This is an optimization exercise on Yosys and OpenROAD, whose aim is small area, a short achievable clock period and few clock cycles, not a production implementation.
Function was checked by simulation only, so behaviour that the tests miss may differ from the original.

==> flow/design.v (outline; a module is shown in full before it is edited, if it fits) <==
// module Milestone1: 985 lines
module Milestone1 (
	input  logic        Clock,
	input  logic        Resetn,
	input  logic        Enable,
	output logic [17:0] SRAM_address,
	input  logic [15:0] SRAM_read_data,
	output logic [15:0] SRAM_write_data,
	output logic        SRAM_we_n
);
  // ...
==> flow/flow/run.sh <==
#!/bin/bash
set -euo pipefail
sed 's/SETUP_SLACK_MARGIN=5 /SETUP_SLACK_MARGIN=8 /' standard.sh > standard_margin.sh
grep -q 'SETUP_SLACK_MARGIN=8 ' standard_margin.sh
bash standard_margin.sh > standard_margin.log 2>&1
==> flow/standard.sh <==
#!/bin/bash
# synth_recipe.tcl (not shown) runs the flow's synth.tcl, then flattens the netlist and writes it again
# the make line also repeats each setting of config.mk as NAME=value (left out here)
make -C /OpenROAD-flow-scripts/flow DESIGN_CONFIG=/design/flow/config.mk WORK_HOME=/design/flow/orfs CLKGATE_MAP_FILE= SYNTH_SCRIPT=/design/flow/synth_recipe.tcl "${@:-finish}"
==> flow/config.mk <==
export PLATFORM = sky130hd
export DESIGN_NAME = Milestone1
export DESIGN_NICKNAME = Milestone1
export VERILOG_FILES = /design/flow/design.v
export SDC_FILE = /design/flow/constraint.sdc
export NUM_CORES = 4
export LEC_CHECK = 0
export CAP_MARGIN = 20
export CORE_MARGIN = 2
export CORE_UTILIZATION = 60
export PLACE_DENSITY = 0.75
export SETUP_SLACK_MARGIN = 5
export SLEW_MARGIN = 20
==> flow/constraint.sdc <==
create_clock -name core_clock -period 12.0 [get_ports {Clock}]
set_input_delay 2.4000 -clock core_clock [delete_from_list [all_inputs] [get_ports {Clock}]]
set_output_delay 2.4000 -clock core_clock [all_outputs]
set_load 0.01 [all_outputs]
==> impl_metrics.toml, run 1 <==
[status]
status = "no timing/DRC/antenna violations"

[finish]
final_common_cell = "inv_1"
nFlopsAndLatches = 406
drive_above_1_share_pct = 7.38
multi_input_comb_cells = 1366
clk_share_pct = 5.37

[global_routing]
grt_pass1_wl_um = 89000
overflow = 0
grt_max_degree = 67
top_usage_layer = "met2"
use_met2_pct = 42.6

[critical_path]
reg2reg_depth = 13
crit_family = "buffers and inverters"
endpoint_kind = "output pin"
path_cells = "clkdlybuf4s50_1"
arrival_ns = 1.46
cp-start-kind = "flop"

[die]
ioPinCount = 54
design.core.area_um2 = 41900

[sta]
fin_tns_setup_ns = 0
hold_viol_final = 0
slew_headroom_pct = 33.2

[synthesis]
synthFlopType = "dfxtp_1"
yosysTopAreaCell = "edfxtp_1"
synth.most_common_cell = "inv_1"
synth-xor-area-share_pct = 2.97
ys.warnings.count = 3
netlist_top_cells_area = "edfxtp_1 (23%), fa_1 (20%), dfxtp_1 (17%)"

[clocking]
cts_resized = 4
clk_latency_ns = 0.58
cts.sinks = 406

[min_path]
hp-class = "reg -> reg"

[detailed_routing]
firstDrtPassIters = 5
Testbench counts, summed over its fixed seeds: cycles 1,545,712.
==> run 2, diff against run 1 <==
==> flow/flow/run.sh (replaced) <==
#!/bin/bash
set -euo pipefail
sed 's/SETUP_SLACK_MARGIN=5 /SETUP_SLACK_MARGIN=9.0 /' standard.sh > standard_margin.sh
grep -q 'SETUP_SLACK_MARGIN=9.0 ' standard_margin.sh
bash standard_margin.sh > standard_margin.log 2>&1
==> run 2 against run 1 <==
Effect of this change:
- sequential share of layout area fell by 2.2 points
- first-iteration DRC count rose by 17%
- area after synthesis did not move
- via count rose by 6.0%
- critical path type unchanged
- die area did not move
==> impl_metrics.toml, run 2 <==
[place]
place_ws_ns = 8.25
post-dp-hpwl_um = 42700
routabilityCongestion = 0.951
portBuffers = 53
dpl.cell_count = 2787

[sta]
worst_pin_slew_ns = 0.973
clock_skew_ns = 0.0350
hold_viol_final = 0
fmax_mhz = 277
slew_headroom_pct = 35.0
timing.final.crit_period_ns = 3.62
finalSetupViolations = 0
fin_tns_setup_ns = 0
drv_slew = 0
fin_ws_ns = 8.38
period_share_pct = 30.1
grt_setup_unrepaired = "yes"

[flow_run]
maxCapViolCount = 0

[global_routing]
grt_max_degree = 42
grt_pass1_wl_um = 94600
grt_pass1_vias = 17500
grtUsageTotal_pct = 28.0
overflow = 0
antenna_found_initial = 0

[finish]
diodes = 0
layout_common_cells = "inv_1 (382), fa_1 (227), ha_1 (208)"
final_cells = 3010
syn_to_final_growth_pct = 19.0
final_common_cell = "inv_1"
final_core_util_pct = 72.1
largest_registers = "wU x48, wV x48"
drive_above_1_share_pct = 22.5
num-nets-final = 2922

[detailed_routing]
drc = 0
post_drt_wl_per_cell_um = 20.2
antenna_left = 0
vias = 17000
viasPerCell = 5.66
dr.first_iter.drc_count = 1327
firstDrtPassIters = 5
drt_wl_total_um = 60900

[die]
initial_core_util_pct = 60.6
dieArea_um2 = 43900
fp.dieH_um = 210
std_cell_rows = 75
ioPinCount = 54
fp.dieW_um = 210
design.core.area_um2 = 41900

[clocking]
cts.sinks = 406
ctsRootBufferMaster = "clkbuf_16"
cts_hold_buf = 0
cts_tree = "built"
ctsHtreeMaxLevel = 2
clockBufferDepth = 3
clk_latency_ns = 0.60
clk_pin_slew_ns = 0.06
cts_made_buffers = 44

[synthesis]
async_flop_share_pct = 0.493
ys_types = 76
syn_avg_cell_area_um2 = 11.3
yosysTopAreaCell = "edfxtp_1"
ys_seq_area_share_pct = 39.8
syn_area_um2 = 25300
synth_top_area_share_pct = 23.1
ys.warnings.count = 3
synthTopCellsByCount = "inv_1 (414), fa_1 (248), ha_1 (220)"
synth_nets = 2723
synth_edf_count = 195
synthFlopType = "dfxtp_1"
synth-seq-cells = 406
synth.most_common_cell = "inv_1"
netlist_top_cells_area = "edfxtp_1 (23%), fa_1 (20%), dfxtp_1 (17%)"
syn_inst = 2236

[critical_path]
cp_max_fo = 1
arrival_ns = 1.22
critPathRequiredTime_ns = 9.60
critPathKind = "reg -> out"
slowest_delay_ns = 0.53
path_buf_inv = 1
slowest_stage = "dfstp_2"
crit_family = "flip-flops"
endpoint_kind = "output pin"
cp-start-kind = "flop"
path_cells = "buf_6"

[min_path]
hp-class = "reg -> reg"

[status]
status = "no timing/DRC/antenna violations"
==> run 2: cell counts after synthesis <==
No cell type changed its count.
==> run 2: final timing paths <==
path                            startpoint   endpoint  slack (ns)  depth (start not counted)
worst min-delay path              wU[4][0]   wU[3][0]        0.44                          0
min in group asynchronous           Resetn       busy        1.98                          1
worst min register to register    wU[4][0]   wU[3][0]        0.44                          0
worst max register to register       py[4]         cg        8.59                         11
max in group asynchronous           Resetn  SRAM_we_n        9.84                          1
worst max-delay path             SRAM_we_n  SRAM_we_n        8.38                          1
==> run 2: logic make-up after synthesis <==
group                      Yosys count  synth area share, %
xor gates and xnor gates            86                 2.97
DFF                                406                 39.8
AOI/OAI and AO/OA                  353                 8.72
adders and majority gates          468                 30.4
muxes                               94                 4.02
and+or+nand+nor                    365                 7.11
buffers and inverters              464                 6.91
==> run 2: worst register-to-register path, stage by stage (launching register included) <==
cell and delay [ns]:
dfxtp_4 0.38, fa_1 0.55, inv_2 0.06, fa_1 0.49, inv_1 0.06, fa_1 0.45
fa_1 0.54, ha_4 0.21, o21a_1 0.10, o211ai_1 0.17, a31oi_1 0.07, a211o_1 0.23
==> run 2: cell type report <==
type                       instances  area (µm²)
multi-input combinational       1367       14400
tap                              539         674
inverter                         415        1610
timing repair buffer             201        1770
fill                            2781       11700
clock inverter                    22         278
sequential                       406       10200
clock buffer                      60        1190
==> run 2: metrics by stage <==
| step | area [µm²] | hold slack [ns] |
|---|---|---|
| after floorplan | 25400 | 0.418 |
| after global placement | 26500 | 0.423 |
| after detailed placement | 26500 | 0.427 |
| after CTS | 29200 | 0.441 |
| after global routing | 30200 | 0.448 |
| final | 30200 | 0.441 |
==> run 2: metal layers <==
layer	vias to the layer above	GRT usage, %	wire length [µm]
met2	574	45.5	29300
met1	8450	37.9	25600
met5	-	0	0
met3	122	4.62	3850
met4	0	11.2	2130
li1	7886	-	-
==> run 2: repair_timing <==
action | 4_1_cts | 5_1_grt
buffers inserted | 86 | 53
resized for setup | 338 | 137
cloned | 2 | 0
setup endpoints to repair | 179 | 169
pin swaps | 75 | 69
endpoints found under the hold margin | 0 | 0
==> run 3, diff against run 2 <==
==> flow/flow/run.sh (replaced) <==
#!/bin/bash
set -euo pipefail
sed 's/SETUP_SLACK_MARGIN=5 /SETUP_SLACK_MARGIN=8.6 /' standard.sh > standard_margin.sh
grep -q 'SETUP_SLACK_MARGIN=8.6 ' standard_margin.sh
bash standard_margin.sh > standard_margin.log 2>&1
--- a/flow/config.mk
+++ b/flow/config.mk
@@ -8,6 +8,8 @@
 export CAP_MARGIN = 20
 export CORE_MARGIN = 2
 export CORE_UTILIZATION = 60
+export CTS_CLUSTER_DIAMETER = 60
+export CTS_CLUSTER_SIZE = 30
 export PLACE_DENSITY = 0.75
 export SETUP_SLACK_MARGIN = 5
 export SLEW_MARGIN = 20
==> run 3 against run 2 <==
Effect of this change:
- first-iteration DRC count is 6.0% higher
- critical path depth stayed put
- clock skew is 0.011 ns lower
- area after synthesis stayed put
- non-clock buffer count is 91 lower
- maximum frequency hardly changed
- still clean on timing, DRC and antenna
- wire length is 7.9% lower
- worst setup slack worse by 0.0014 ns
- critical path type unchanged
- global-route usage is 2.1 points lower
- final cell count is 3.9% lower
- highest routed layer unchanged
==> impl_metrics.toml, run 3 <==
[finish]
ff_latch_area_um2 = 10200
final_common_cell = "inv_1"
diodes = 0
final_cell_area_um2 = 28300
layout_common_cells = "inv_1 (405), fa_1 (246), ha_1 (212)"
drive_above_1_share_pct = 13.8
num-nets-final = 2817
syn_to_final_growth_pct = 11.7
multi_input_area_um2 = 13800
fillers = 3030
largest_registers = "wU x48, wV x48"

[place]
routabilityCongestion = 0.920
post-dp-hpwl_um = 42500
post_dp_cell_area_um2 = 26500
portBuffers = 53

[critical_path]
slowest_stage = "dfstp_2"
crit_family = "flip-flops"
arrival_ns = 1.22
endpoint_kind = "output pin"
path_buf_inv = 1
critPathRequiredTime_ns = 9.60
slowest_delay_ns = 0.54
cp-start-kind = "flop"
critPathKind = "reg -> out"
cp_max_fo = 1
path_cells = "buf_6"

[synthesis]
synthTopCellsByCount = "inv_1 (414), fa_1 (248), ha_1 (220)"
synth-seq-cells = 406
synth_edf_count = 195
syn_inst = 2236
yosysTopAreaCell = "edfxtp_1"
syn_area_um2 = 25300
ys.warnings.count = 3
synth_top_area_share_pct = 23.1
synth_nets = 2723
ys_types = 76
netlist_top_cells_area = "edfxtp_1 (23%), fa_1 (20%), dfxtp_1 (17%)"
synthFlopType = "dfxtp_1"
async_flop_share_pct = 0.493
synth.most_common_cell = "inv_1"
syn_avg_cell_area_um2 = 11.3
ys_seq_area_share_pct = 39.8

[detailed_routing]
drt_wl_total_um = 56100
viasPerCell = 5.62
antenna_left = 0
dr.first_iter.drc_count = 1406
firstDrtPassIters = 6
drc = 0
vias = 16300
post_drt_wl_per_cell_um = 19.4

[die]
fp.dieH_um = 210
std_cell_rows = 75
design.core.area_um2 = 41900
initial_core_util_pct = 60.6
ioPinCount = 54
fp.dieW_um = 210
dieArea_um2 = 43900

[clocking]
cts.sinks = 406
clk_latency_ns = 0.61
clockBufferDepth = 3
cts_made_buffers = 31
ctsRootBufferMaster = "clkbuf_16"
cts_tree = "built"
ctsHtreeMaxLevel = 1
clk_pin_slew_ns = 0.10
cts_hold_buf = 0

[global_routing]
grtUsageTotal_pct = 25.9
grt_pass1_wl_um = 88700
overflow = 0
grt_pass1_vias = 16600
antenna_found_initial = 0
grt_max_degree = 60

[sta]
hold_viol_final = 0
clock_skew_ns = 0.0241
worst_pin_slew_ns = 1.02
fin_tns_setup_ns = 0
slew_headroom_pct = 31.2
period_share_pct = 30.1
fmax_mhz = 276
drv_slew = 0
grt_setup_unrepaired = "yes"
timing.final.crit_period_ns = 3.62
finalSetupViolations = 0

[flow_run]
maxCapViolCount = 0

[status]
status = "no timing/DRC/antenna violations"

[min_path]
hp-class = "reg -> reg"
run 3: cell counts after synthesis:
Identical to the previous run, type by type.
run 3: layout make-up:
class / count / share of cell area [%]
tap: 539 / 2.38
clock inverter: 26 / 1.52
clock buffer: 31 / 2.74
multi-input combinational: 1366 / 48.7
timing repair buffer: 110 / 3.08
inverter: 415 / 5.58
sequential: 406 / 36.0
run 3: final timing paths:
check                                from   endpoint  slack [ns]  depth (start not counted)
worst max-delay path            SRAM_we_n  SRAM_we_n        8.38                          1
worst min-delay path             wU[5][1]   wU[4][1]        0.44                          0
worst max register to register      py[2]         cg        8.49                         11
worst min register to register   wU[5][1]   wU[4][1]        0.44                          0
max in group asynchronous          Resetn  SRAM_we_n        9.83                          1
min in group asynchronous          Resetn       busy        1.97                          1
run 3: cells by family after synthesis:
kind of cell / after synthesis / synth area share [%]
xor gates and xnor gates: 86 / 2.97
buffers and inverters: 464 / 6.91
adders and majority gates: 468 / 30.4
DFF: 406 / 39.8
and+or+nand+nor: 365 / 7.11
AOI/OAI and AO/OA: 353 / 8.72
muxes: 94 / 4.02
run 3: metal layers:
layer  routed length [µm]  track usage [%]
met2                26800             42.9
met5                    0                0
met4                 1780             8.44
met1                24500             36.0
met3                 2960             3.29
run 3: timing repair:
| action | in CTS | in global routing |
|---|---|---|
| resized for setup | 196 | 76 |
| pin swaps | 14 | 29 |
| buffers inserted | 14 | 33 |
| endpoints found under the setup margin | 64 | 106 |
run 3: per-stage QoR:
stage | cells | hold WS (ns) | util, % | setup WS (ns)
6_report | 2893 | 0.440 | 67.7 | 8.38
5_1_grt | 2893 | 0.451 | 67.7 | 8.35
2_1_floorplan | 2236 | 0.418 | - | 8.60
3_3_place_gp | 2789 | 0.423 | 63.3 | 8.24
3_5_place_dp | 2789 | 0.429 | 63.3 | 8.19
4_1_cts | 2860 | 0.439 | 66.4 | 8.35
==> run 4, diff against run 3 <==
--- a/flow/config.mk
+++ b/flow/config.mk
@@ -8,8 +8,6 @@
 export CAP_MARGIN = 20
 export CORE_MARGIN = 2
 export CORE_UTILIZATION = 60
-export CTS_CLUSTER_DIAMETER = 60
-export CTS_CLUSTER_SIZE = 30
 export PLACE_DENSITY = 0.75
 export SETUP_SLACK_MARGIN = 5
 export SLEW_MARGIN = 20
==> run 4 against run 3 <==
Effect of this change:
- still clean
- non-clock buffer count is the same
- critical path depth stayed put
- first-iteration DRC count decreased by 12%
- worst setup slack better by 0.019 ns
- final area rose by 0.75%
- synthesized cell count unchanged
- area after synthesis did not move
- largest cell class unchanged
==> impl_metrics.toml, run 4 <==
[status]
status = "no timing/DRC/antenna violations"

[critical_path]
r2r_slack_ns = 8.52
path_buf_inv = 1
reg2reg_depth = 12
path_cells = "buf_6"
endpoint_kind = "output pin"
arrival_ns = 1.20
reg2reg_to = "cg"
cp_max_fo = 1
timing.rr.start = "pv[3]"
crit_family = "flip-flops"
slowest_stage = "dfstp_2"
cp-start-kind = "flop"
critPathKind = "reg -> out"
cp.depth = 1
slowest_delay_ns = 0.53
critPathRequiredTime_ns = 9.60

[sta]
fmax_mhz = 278
finalSetupViolations = 0
clock_skew_ns = 0.0152
drv_slew = 0
period_share_pct = 30.0
whs_ns = 0.436
grt_setup_unrepaired = "yes"
fin_tns_setup_ns = 0
slew_headroom_pct = 31.5
worst_pin_slew_ns = 1.02
timing.final.crit_period_ns = 3.60
hold_viol_final = 0

[finish]
drive_above_1_share_pct = 14.1
syn_to_final_growth_pct = 12.5
final_core_util_pct = 68.2
final_cells = 2916
largest_registers = "wU x48, wV x48"
final_common_cell = "inv_1"
num-nets-final = 2829
final_cell_area_um2 = 28500
layout_common_cells = "inv_1 (404), fa_1 (246), ha_1 (214)"

[synthesis]
async_flop_share_pct = 0.493
synthFlopType = "dfxtp_1"
syn_inst = 2236
ys_seq_area_share_pct = 39.8
ys_types = 76
syn_avg_cell_area_um2 = 11.3
yosysTopAreaCell = "edfxtp_1"
synth_top_area_share_pct = 23.1
synthTopCellsByCount = "inv_1 (414), fa_1 (248), ha_1 (220)"
netlist_top_cells_area = "edfxtp_1 (23%), fa_1 (20%), dfxtp_1 (17%)"
synth-seq-cells = 406
ys.warnings.count = 3
synth_nets = 2723
synth_edf_count = 195
syn_area_um2 = 25300
synth.most_common_cell = "inv_1"

[detailed_routing]
post_drt_wl_per_cell_um = 19.5
vias = 16500
firstDrtPassIters = 6
drt_wl_total_um = 56800
drc = 0
viasPerCell = 5.65
dr.first_iter.drc_count = 1235
antenna_left = 0

[min_path]
min_to = "wU[0][6]"
min-delay-start = "wU[1][6]"
hp-class = "reg -> reg"
hold_depth = 0

[die]
fp.dieW_um = 210
ioPinCount = 54
fp.dieH_um = 210
design.core.area_um2 = 41900
dieArea_um2 = 43900
initial_core_util_pct = 60.6
std_cell_rows = 75

[place]
post-dp-hpwl_um = 42500
post_dp_cell_area_um2 = 26500
routabilityCongestion = 0.920
portBuffers = 53
dpl.cell_count = 2789

[clocking]
cts_made_buffers = 43
clockBufferDepth = 3
clk_pin_slew_ns = 0.07
cts.sinks = 406
clk_latency_ns = 0.58
ctsHtreeMaxLevel = 2
cts_tree = "built"
ctsRootBufferMaster = "clkbuf_16"

[global_routing]
overflow = 0
grtUsageTotal_pct = 26.4
grt_pass1_vias = 16800
grt_pass1_wl_um = 89800
grt_max_degree = 60
antenna_found_initial = 1

[flow_run]
maxCapViolCount = 0
-- run 4: per-stage QoR --
stage               setup slack [ns]
finish                          8.40
global route                    8.37
CTS                             8.37
detailed placement              8.19
global placement                8.24
floorplan                       8.60
-- run 4: cells by family (layout without fill, tap and decap cells) --
kind of cell,Yosys count,in the layout,synth area share [%]
simple gates,365,365,7.11
xor+xnor,86,86,2.97
fa+ha+maj,468,468,30.4
compound gates,353,353,8.72
flops,406,406,39.8
buf+inv,464,604,6.91
mux,94,94,4.02
other cells,0,1,0
-- run 4: repair_timing --
| item | 4_1_cts | 5_1_grt |
|---|---|---|
| pin swaps | 15 | 29 |
| gates resized for setup | 193 | 76 |
| endpoints found under the setup margin | 66 | 99 |
| buffers inserted | 15 | 32 |
| hold buffers | 0 | 0 |
-- run 4: per-layer routing --
metal / vias up / wire length, µm / global-route usage (%)
li1: 7699 / - / -
met1: 8146 / 24600 / 36.0
met2: 506 / 26900 / 43.0
met3: 125 / 3220 / 4.26
met4: 0 / 2080 / 10.1
met5: - / 0 / 0
-- run 4: area by class of cell --
type,instances,area [µm²]
antenna,1,2.50
clock buffer,56,1190
clock inverter,23,223
fill,3024,13300
inverter,415,1580
multi-input combinational,1366,13800
sequential,406,10200
tap,539,674
timing repair buffer,110,877
-- run 4: worst max-delay path by stage --
stage / from / endpoint / slack, ns
after floorplan: py[0] / cg / 8.60
after global placement: py[6] / cg / 8.24
after detailed placement: py[6] / cg / 8.19
after CTS: SRAM_we_n / SRAM_we_n / 8.37
after global routing: SRAM_we_n / SRAM_we_n / 8.37
final: SRAM_we_n / SRAM_we_n / 8.40
==> run 5, diff against run 4 <==
--- a/flow/config.mk
+++ b/flow/config.mk
@@ -5,9 +5,12 @@
 export SDC_FILE = /design/flow/constraint.sdc
 export NUM_CORES = 4
 export LEC_CHECK = 0
+export ABC_AREA = 1
 export CAP_MARGIN = 20
 export CORE_MARGIN = 2
 export CORE_UTILIZATION = 60
+export CTS_CLUSTER_DIAMETER = 100
+export CTS_CLUSTER_SIZE = 24
 export PLACE_DENSITY = 0.75
 export SETUP_SLACK_MARGIN = 5
 export SLEW_MARGIN = 20
==> run 5 against run 4 <==
Effect of this change:
- first-iteration DRC count is 1.9% higher
- non-clock buffer count is 5 higher
- final area is 2.0% lower
- die area is 0.54% higher
==> impl_metrics.toml, run 5 <==
[synthesis]
synth_top_area_share_pct = 23.0
async_flop_share_pct = 0.493
syn_avg_cell_area_um2 = 9.88
synthTopCellsByCount = "inv_1 (556), nand2_1 (399), fa_1 (248)"
ys.warnings.count = 3
syn_inst = 2580
synthFlopType = "dfxtp_1"
synth_edf_count = 195
netlist_top_cells_area = "edfxtp_1 (23%), fa_1 (19%), dfxtp_1 (16%)"
yosysTopAreaCell = "edfxtp_1"
ys_types = 57
synth_nets = 3067
synth.most_common_cell = "inv_1"
syn_area_um2 = 25500
synth-seq-cells = 406
ys_seq_area_share_pct = 39.6

[finish]
final_cell_area_um2 = 28000
num-nets-final = 3169
drive_above_1_share_pct = 9.67
syn_to_final_growth_pct = 9.69
largest_registers = "wU x48, wV x48"
diodes = 0
final_cells = 3237
layout_common_cells = "inv_1 (543), nand2_1 (395), fa_1 (245)"
final_common_cell = "inv_1"

[place]
routabilityCongestion = 0.943
portBuffers = 53
post_dp_cell_area_um2 = 26700
dpl.cell_count = 3147
post-dp-hpwl_um = 44600
place_ws_ns = 8.24

[critical_path]
slowest_stage = "dfstp_2"
endpoint_kind = "output pin"
slowest_delay_ns = 0.54
critPathKind = "reg -> out"
arrival_ns = 1.21
crit_family = "flip-flops"
path_buf_inv = 1
cp_max_fo = 1
critPathRequiredTime_ns = 9.60
cp-start-kind = "flop"
path_cells = "buf_6"

[global_routing]
overflow = 0
grt_pass1_vias = 18000
grt_max_degree = 76
grt_pass1_wl_um = 92800
grtUsageTotal_pct = 26.9
antenna_found_initial = 1

[die]
design.core.area_um2 = 41900
ioPinCount = 54
dieArea_um2 = 44100
std_cell_rows = 75
fp.dieW_um = 210
initial_core_util_pct = 60.8
fp.dieH_um = 210

[clocking]
ctsHtreeMaxLevel = 1
cts_made_buffers = 22
clk_latency_ns = 0.58
clk_pin_slew_ns = 0.10
ctsRootBufferMaster = "clkbuf_16"
cts_tree = "built"
clockBufferDepth = 3
cts_hold_buf = 0
cts.sinks = 406

[flow_run]
maxCapViolCount = 0

[sta]
fmax_mhz = 277
grt_setup_unrepaired = "yes"
hold_viol_final = 0
period_share_pct = 30.1
slew_headroom_pct = 33.3
worst_pin_slew_ns = 0.999
fin_tns_setup_ns = 0
drv_slew = 0
finalSetupViolations = 0
timing.final.crit_period_ns = 3.61
fin_ws_ns = 8.39
clock_skew_ns = 0.0306

[detailed_routing]
firstDrtPassIters = 7
viasPerCell = 5.43
drc = 0
vias = 17600
dr.first_iter.drc_count = 1259
drt_wl_total_um = 57600
post_drt_wl_per_cell_um = 17.8
antenna_left = 0

[status]
status = "no timing/DRC/antenna violations"

[min_path]
hp-class = "reg -> reg"
[run 5: final cells by class]
type / count / area [µm²]
clock inverters: 4 / 78.8
multi-input cells: 1575 / 13300
repair buffers: 115 / 923
fillers: 3179 / 14000
inverters: 562 / 2140
clock buffers: 36 / 603
well taps: 539 / 674
flip-flops and latches: 406 / 10200
[run 5: logic make-up after synthesis]
| kind of cell | count (synthesis) | share of synthesized area [%] |
|---|---|---|
| AOI/OAI and AO/OA | 311 | 6.88 |
| buffers and inverters | 599 | 8.89 |
| and+or+nand+nor | 740 | 12.4 |
| adders and majority gates | 468 | 30.3 |
| xor gates and xnor gates | 54 | 1.86 |
| muxes | 2 | 0.0786 |
| DFF | 406 | 39.6 |
[run 5: what timing repair did]
action                     in CTS  in global routing
setup endpoints to repair      65                 86
resized for setup             193                 87
pin swaps                       8                 22
setup buffers                  14                 36
[run 5: worst paths after layout]
| kind | startpoint | to | slack, ns | cells past startpoint |
|---|---|---|---|---|
| max | SRAM_we_n | SRAM_we_n | 8.39 | 1 |
| min | wV[4][2] | wV[3][2] | 0.44 | 0 |
| max reg2reg | py[0] | cg | 8.65 | 10 |
| min reg2reg | wV[4][2] | wV[3][2] | 0.44 | 0 |
| max in group asynchronous | Resetn | SRAM_we_n | 9.84 | 1 |
| min in group asynchronous | Resetn | busy | 1.96 | 1 |
[run 5: through the flow]
stage          util [%]  hold slack (ns)
6_report           66.6            0.439
5_1_grt            66.6            0.459
4_1_cts            65.3            0.436
3_5_place_dp       63.6            0.430
3_3_place_gp       63.6            0.422
2_1_floorplan         -            0.411
[run 5: metal layers]
metal  track usage [%]  routed length, µm  part of all wire (%)
met1              34.8              23600                    41
met2              46.4              28500                    49
met3              3.75               3270                   5.7
met4              10.0               2260                   3.9
met5                 0                  0                     0
==> run 6, diff against run 5 <==
--- a/flow/config.mk
+++ b/flow/config.mk
@@ -5,7 +5,6 @@
 export SDC_FILE = /design/flow/constraint.sdc
 export NUM_CORES = 4
 export LEC_CHECK = 0
-export ABC_AREA = 1
 export CAP_MARGIN = 20
 export CORE_MARGIN = 2
 export CORE_UTILIZATION = 60
==> run 6 against run 5 <==
Effect of this change:
- flip-flop and latch count unchanged
- synthesized cell count down 13%
- clock skew fell by 0.018 ns
- first-iteration DRC count is 6.0% higher
==> impl_metrics.toml, run 6 <==
[clocking]
ctsRootBufferMaster = "clkbuf_16"
cts_hold_buf = 0
cts_tree = "built"
cts_made_buffers = 21
clockBufferDepth = 3
clk_pin_slew_ns = 0.09
cts.sinks = 406
ctsHtreeMaxLevel = 1
clk_latency_ns = 0.56

[status]
status = "no timing/DRC/antenna violations"

[critical_path]
slowest_delay_ns = 0.54
reg2reg_to = "cg"
slowest_stage = "dfstp_2"
arrival_ns = 1.19
cp_max_fo = 1
timing.rr.start = "py[2]"
r2r_slack_ns = 8.47
critPathKind = "reg -> out"
path_buf_inv = 1
reg2reg_depth = 11
cp-start-kind = "flop"
critPathRequiredTime_ns = 9.60
endpoint_kind = "output pin"
crit_start = "SRAM_we_n"
crit_family = "flip-flops"
path_cells = "buf_6"

[detailed_routing]
wl_met3_um = 3110
dr.first_iter.drc_count = 1335
top_layer_used = "met4"
drc = 0
post_drt_wl_per_cell_um = 19.4
viasPerCell = 5.61
antenna_left = 0
vias = 16100
firstDrtPassIters = 5
route.met2.wl_um = 26500
m1WireLength_um = 24500
drt_wl_total_um = 55700

[sta]
worst_pin_slew_ns = 1.04
timing.final.crit_period_ns = 3.59
hold_viol_final = 0
grt_setup_unrepaired = "yes"
fmax_mhz = 278
finalSetupViolations = 0
fin_tns_setup_ns = 0
clock_skew_ns = 0.0125
period_share_pct = 29.9
drv_slew = 0
slew_headroom_pct = 30.2

[global_routing]
antenna_found_initial = 0
grt_max_degree = 60
overflow = 0
grtUsageTotal_pct = 25.8
grt_pass1_vias = 16500
grt_pass1_wl_um = 88300

[finish]
ff_latch_area_um2 = 10200
largest_registers = "wU x48, wV x48"
diodes = 0
fillers = 3124
final_common_cell = "inv_1"
syn_to_final_growth_pct = 9.43
num-nets-final = 2805
layout_common_cells = "inv_1 (405), fa_1 (246), ha_1 (213)"
drive_above_1_share_pct = 12.6
multi_input_area_um2 = 13800
final_cells = 2872

[synthesis]
synth.most_common_cell = "inv_1"
ys.warnings.count = 3
async_flop_share_pct = 0.493
netlist_top_cells_area = "edfxtp_1 (23%), fa_1 (20%), dfxtp_1 (17%)"
synth_top_area_share_pct = 23.1
synthFlopType = "dfxtp_1"
syn_inst = 2236
syn_area_um2 = 25300
syn_avg_cell_area_um2 = 11.3
synth_edf_count = 195
ys_types = 76
yosysTopAreaCell = "edfxtp_1"
synth-seq-cells = 406
synthTopCellsByCount = "inv_1 (414), fa_1 (248), ha_1 (220)"
ys_seq_area_share_pct = 39.8
synth_nets = 2723

[min_path]
min_to = "wU[0][0]"
hp-class = "reg -> reg"
min-delay-start = "wU[1][0]"
hold_depth = 0

[place]
dpl.cell_count = 2789
routabilityCongestion = 0.920
portBuffers = 53
post-dp-hpwl_um = 42500

[die]
fp.dieW_um = 210
fp.dieH_um = 210
ioPinCount = 54
design.core.area_um2 = 41900
dieArea_um2 = 43900
std_cell_rows = 75
initial_core_util_pct = 60.6

[flow_run]
maxCapViolCount = 0
run 6: logic make-up (layout without fill, tap and decap cells):
| logic type | count (synthesis) | after routing | synth area share (%) |
|---|---|---|---|
| xor gates and xnor gates | 86 | 86 | 2.97 |
| adders and majority gates | 468 | 468 | 30.4 |
| muxes | 94 | 94 | 4.02 |
| buffers and inverters | 464 | 561 | 6.91 |
| and+or+nand+nor | 365 | 365 | 7.11 |
| DFF | 406 | 406 | 39.8 |
| AOI/OAI and AO/OA | 353 | 353 | 8.72 |
run 6: worst max path at each step:
stage	cells after the start	to	slack, ns
6_report	1	SRAM_we_n	8.41
5_1_grt	1	SRAM_we_n	8.37
4_1_cts	1	SRAM_we_n	8.39
3_5_place_dp	10	cg	8.19
3_3_place_gp	10	cg	8.24
2_1_floorplan	11	cg	8.60
run 6: cell type report:
cell class | instances | area share [%]
timing repair buffer | 108 | 3.16
inverter | 415 | 5.67
clock inverter | 3 | 0.131
tap | 539 | 2.43
sequential | 406 | 36.7
clock buffer | 35 | 2.16
multi-input combinational | 1366 | 49.7
run 6: what timing repair did:
| action | in CTS | in global routing |
|---|---|---|
| buffers inserted | 15 | 30 |
| endpoints found under the setup margin | 64 | 109 |
| pin swaps | 9 | 28 |
| resized for setup | 198 | 73 |
| cloned | 0 | 0 |
run 6: through the flow:
step / setup WS [ns] / hold slack, ns / cell area [µm²] / utilization (%)
2_1_floorplan: 8.60 / 0.418 / 25400 / -
3_3_place_gp: 8.24 / 0.423 / 26500 / 63.3
3_5_place_dp: 8.19 / 0.429 / 26500 / 63.3
4_1_cts: 8.39 / 0.451 / 27200 / 65.1
5_1_grt: 8.37 / 0.454 / 27700 / 66.3
6_report: 8.41 / 0.448 / 27700 / 66.3
run 6: layer usage:
layer	vias to the layer above	GRT usage (%)
met2	453	42.7
met5	-	0
met1	7948	36.3
li1	7614	-
met3	89	3.04
met4	0	7.70

port drivers added, routing unchanged:
In the flow no input, the clock included, has a driving cell. The finished layouts below were timed again as built, in two steps.
Step 1 sets driving cells, clkbuf_16 on the clock port and buf_2 on the other inputs (assumed; they add their load-dependent delay and slew).
Step 2, shift: input delay + t, output delay - t, t = (earliest + latest rising clock arrival at the registers) / 2. This alone moves slack from input paths to output paths.
a / b / c = no drivers / after step 1 / after step 2; a / b = the first two.
run | shift t [ns] | setup WS [ns] | hold WS [ns] | worst register clock-pin slew, ns | worst data-port slew with drivers (ns)
run 1 | 0.627 | 8.142 / 8.086 / 8.181 | 0.445 / 0.445 / 0.445 | 0.07 / 0.07 | 0.03
run 2 | 0.642 | 8.384 / 8.328 / 8.503 | 0.441 / 0.441 / 0.441 | 0.07 / 0.07 | 0.04
run 3 | 0.654 | 8.382 / 8.324 / 8.458 | 0.440 / 0.440 / 0.440 | 0.10 / 0.10 | 0.04
run 4 | 0.630 | 8.401 / 8.345 / 8.457 | 0.436 / 0.436 / 0.436 | 0.07 / 0.07 | 0.04
run 5 | 0.619 | 8.390 / 8.337 / 8.541 | 0.439 / 0.439 / 0.439 | 0.10 / 0.10 | 0.04
run 6 | 0.607 | 8.407 / 8.350 / 8.452 | 0.448 / 0.448 / 0.448 | 0.10 / 0.10 | 0.04
After both steps every run listed still meets setup and hold.
